Source: an optimization exercise on an open RTL-to-GDS flow (aim: small area and a short achievable clock period). Production flows keep margins and buffers that such runs may drop. The RTL was checked by simulation tests, not by an equivalence proof against the original design.

==> flow/design.v, too long to show whole: its modules and the start of the top module <==
// module MultiTop: 20 lines
// module FA: 4 lines
// module HA: 4 lines
// module BENC: 8 lines
// module NAND2: 3 lines
// module XOR2: 3 lines
// module AND2: 3 lines
// module AO21: 3 lines
// module XNOR: 3 lines
// module PPSEL: 3 lines
// module Multi: 1153 lines
module MultiTop(
    input             clk,
    input      [31:0] a,
    input      [31:0] b,
    output reg [31:0] prod
);
  // ...
==> flow/flow/run.sh <==
#!/bin/bash
# The standard layout (the standard.sh, standard synthesis included), with two changes:
# - buffer_ports puts buf_1 cells on the ports rather than clkdlybuf4s50_1 delay cells;
# - before the placement-stage repair_design, flow/fanout.tcl sets a max fanout, so that
#   repair_design buffers the high-fanout select nets.
# The make output goes to standard.log; ORFS keeps each step's own log under orfs/logs/.
set -euo pipefail
bash standard.sh BUFFER_PORTS_ARGS="-buffer_cell sky130_fd_sc_hd__buf_1" PRE_RESIZE_TCL="$(pwd)/flow/fanout.tcl" finish > standard.log 2>&1
==> flow/flow/fanout.tcl <==
# Buffer high-fanout nets (the Booth select lines): repair_design splits any net above this fanout.
set_max_fanout 8 [current_design]
==> flow/standard.sh <==
#!/bin/bash
# synth_recipe.tcl (not shown) runs the flow's synth.tcl, then flattens the netlist and writes it again
# the make line also repeats each setting of config.mk as NAME=value (left out here)
make -C /OpenROAD-flow-scripts/flow DESIGN_CONFIG=/design/flow/config.mk WORK_HOME=/design/flow/orfs CLKGATE_MAP_FILE= SYNTH_SCRIPT=/design/flow/synth_recipe.tcl "${@:-finish}"
==> flow/config.mk <==
export PLATFORM = sky130hd
export DESIGN_NAME = MultiTop
export DESIGN_NICKNAME = MultiTop
export VERILOG_FILES = /design/flow/design.v
export SDC_FILE = /design/flow/constraint.sdc
export NUM_CORES = 4
export LEC_CHECK = 0
export CAP_MARGIN = 20
export CORE_MARGIN = 2
export CORE_UTILIZATION = 40
export SLEW_MARGIN = 20
export SYNTH_HIERARCHICAL = 1
export SYNTH_MINIMUM_KEEP_SIZE = 0
==> flow/constraint.sdc <==
create_clock -name core_clock -period 17.0 [get_ports {clk}]
set_input_delay 3.4000 -clock core_clock [delete_from_list [all_inputs] [get_ports {clk}]]
set_output_delay 3.4000 -clock core_clock [all_outputs]
set_load 0.01 [all_outputs]
==> results.txt, run 1 <==
critical path peak fanout=8; area of the multi-input gates=10500 um2; status=finished clean; EDFF count, synth=0; Core Area=30700 um2; end of the critical path=prod[28]; FF+latch count, synth=96; GRT Total Usage=0.254; Post-Route WL=40300 um; largest stage delay on the critical path=0.82 ns; total clock sinks=96; # setup viols final=0; post-detail-place hpwl=34200 um; initial antenna violation count=0; Fillers=2780; post-DR wirelength/cell=22.2 um; mapped cell area=12500 um2; R2R Setup Slk=6.66 ns; Final GP Congestion=0.902; Signal buf overhead=0.140; routed vias=10430; Clock transition at path regs=0.07 ns; Storage cell area=1930 um2
==> run 2: changes to the inputs <==
==> flow/flow/fanout.tcl (replaced) <==
# Buffer high-fanout nets (the Booth select lines): repair_design splits any net above this fanout.
set_max_fanout 14 [current_design]
==> run 2 against run 1 <==
Sequential cell count is the same. Final cell count shrank 5.8%. Global-route usage shrank 2.0 points. Synthesized cell count is the same. Critical path depth shrank 4. Clock-buffer cell count is the same. Highest routed layer unchanged.
==> results.txt, run 2 <==
status=finished clean; Die Area=32600 um2; post-cts gate resize count=0; initial antenna violation count=0 (unchanged); Routed Antenna Nets=0; Slew HR=0.228; Clock transition at path regs=0.07 ns (about the same); first-pass GRT wire length=58500 um; largest net degree at the start of global routing=19; Synth Instances=1125; Via density=5.82; layout cells sized above 1=0.0549; final hold violations=0; Worst Skew=0.0123 ns; final worst path period need=8.53 ns; Min-Delay Path Class=flop to flop; IO Port Bufs=96; synthesized net count=1446; Worst Path Required=17.27 ns; diodes inserted=0; area delta synth->final=14.9%; Seq/Total Area, Yosys=0.154; routed vias=9935 (-4.7%); FF+latch count, synth=96 (unchanged); Nets=1628; Yosys warning count=7; worst-margin pin slew=1.16 ns; htree depth=3; RSZ-0062 raised after global routing=false; Cells after DPL=1692; Setup TNS=0 ns; vias in the first global route=10344; critical path class=flop to flop; # setup viols final=0 (unchanged); GRT Total Usage=0.234 (-0.0199); die extent in y=181 um; Syn Area/Cell=11.1 um2; mapped cell area=12500 um2 (unchanged); critical path peak fanout=14 (+6); Rows=64; CTS Buf Count=9; CTS tree=built; clock tree buffer depth=2; Clock Latency Late Sink=0.38 ns; synth cell count leaders=xnor2_1 (302), o22ai_1 (272), fa_1 (201); Peak Freq=117 MHz; max cap viols=0; largest registers=a_q x32, b_q x32, prod x32; most frequent cells in the layout=xnor2_1 (298), o22ai_1 (272), fa_1 (201), buf_1 (96), dfxtp_1 (92); Root Driver=clkbuf_16; critical path arrival=8.80 ns; top post-synthesis cells by area=fa_1 (32%), xnor2_1 (21%), dfxtp_1 (15%); Async S/R FF share, synth=0; num ports=97; TritonRoute pass-1 iters=5; Netlist cell types=13; Setup crit start kind=flop; DRC Markers=0; most frequent cell after synthesis=xnor2_1; CTS Hold Bufs=0; Synth top area share=0.323; post-detail-place hpwl=30000 um (-12%); total clock sinks=96 (unchanged); Initial Utilization=0.406; Yosys top cell by area=fa_1; Post-Route WL=37600 um (-6.8%); post-route insts no fill=1708; gr ovfl total=0; post-DR wirelength/cell=22.0 um (-1.0%); setup repair bufs after CTS=0; DRT iter0 DRCs=851; CP Capture Type=flop; Final Max Tran Viols=0; most common cell after layout, fill and taps aside=xnor2_1; Die Wd=181 um; EDFF count, synth=0 (unchanged); Core Area=30700 um2 (unchanged); crit share post-route=0.502; Final GP Congestion=0.902 (unchanged); Post-synth top flop=dfxtp_1
## run 2: per-module statistics from Yosys (local to each module, per instance), excerpt
module	flops+latches	cells	area (um2)
Multi	0	25	123
XOR2	0	1	8.76
AO21	0	1	7.51
XNOR	0	1	8.76
FA	0	1	20.0
PPSEL	0	1	6.26
AND2	0	1	6.26
## run 2: layer usage
layer,part of all wire,up-vias,global-route usage
li1,-,4459,-
met1,0.43,4907,0.308
met2,0.46,485,0.374
met3,0.085,84,0.0538
met4,0.033,0,0.0910
met5,0,-,0
## run 2: area by class of cell
| type | instances | area (um2) |
|---|---|---|
| fillers | 2867 | 16400 |
| multi-input cells | 1005 | 10500 |
| clock buffers | 9 | 225 |
| inverters | 17 | 63.8 |
| well taps | 396 | 495 |
| flip-flops and latches | 96 | 1930 |
| clock inverters | 7 | 61.3 |
| repair buffers | 178 | 1090 |
## run 2: path summary, 6_finish.rpt
path | startpoint | end | slack (ns) | depth (start not counted)
max | b_q[3] | prod[28] | 8.47 | 21
min reg2reg | b_q[2] | prod[2] | 0.94 | 3
max reg2reg | b_q[3] | prod[28] | 8.47 | 21
min | b_q[2] | prod[2] | 0.94 | 3
## run 2: critical path, cell delays in order (launching register included)
cell	delay, ns
dfxtp_2	0.32
buf_4	0.09
clkdlybuf4s50_1	0.89
clkdlybuf4s50_1	1.15
xor2_1	0.13
nand2_1	0.46
buf_4	0.25
clkdlybuf4s50_1	0.86
o22ai_1	0.19
fa_1	0.60
fa_1	0.50
fa_1	0.54
fa_1	0.42
ha_1	0.20
ha_1	0.27
ha_1	0.31
a21o_1	0.20
a21o_1	0.18
a21o_1	0.16
a21o_1	0.31
a21o_1	0.23
xor2_1	0.15
## run 2: stage by stage
stage | area (um2) | hold WS [ns] | setup slack (ns) | util
final | 14300 | 0.941 | 8.47 | 0.467
after floorplan | 12500 | 0.920 | 10.39 | -
after global routing | 14300 | 1.00 | 8.16 | 0.467
after detailed placement | 14000 | 0.914 | 8.53 | 0.458
after CTS | 14300 | 0.939 | 8.54 | 0.467
after global placement | 13500 | 0.916 | 10.76 | 0.441
## run 2: cell families after synthesis
kind of cell | Yosys count | share of synthesized area
simple gates | 41 | 0.0176
xor+xnor | 372 | 0.261
compound gates | 336 | 0.180
fa+ha+maj | 256 | 0.378
flops | 96 | 0.154
buf+inv | 24 | 0.00933

-- afterwards: timing with drivers on the ports --
No port has a modelled driver above. Below, the same layouts with a new extraction and two added sets of constraints.
Step 1 (the two cells are an assumption about what drives the block):
set clk [get_ports {clk}]
set_driving_cell -lib_cell sky130_fd_sc_hd__clkbuf_16 $clk
set_driving_cell -lib_cell sky130_fd_sc_hd__buf_2 [delete_from_list [all_inputs] $clk]
Step 2, shift: input delay + t, output delay - t, t = (earliest + latest rising clock arrival at the registers) / 2. This alone moves slack from input paths to output paths.
Three values: ideal, step 1, step 2; two values: the first two.
run	t (ns)	slack for setup (ns)	worst slew at a driven data input, ns	cell pins on the clock port's net
run 1	0.426	6.656 / 6.656 / 6.656	0.04	1
run 2	0.428	8.473 / 8.473 / 8.473	0.04	1
After both steps setup and hold are still met in every run listed.
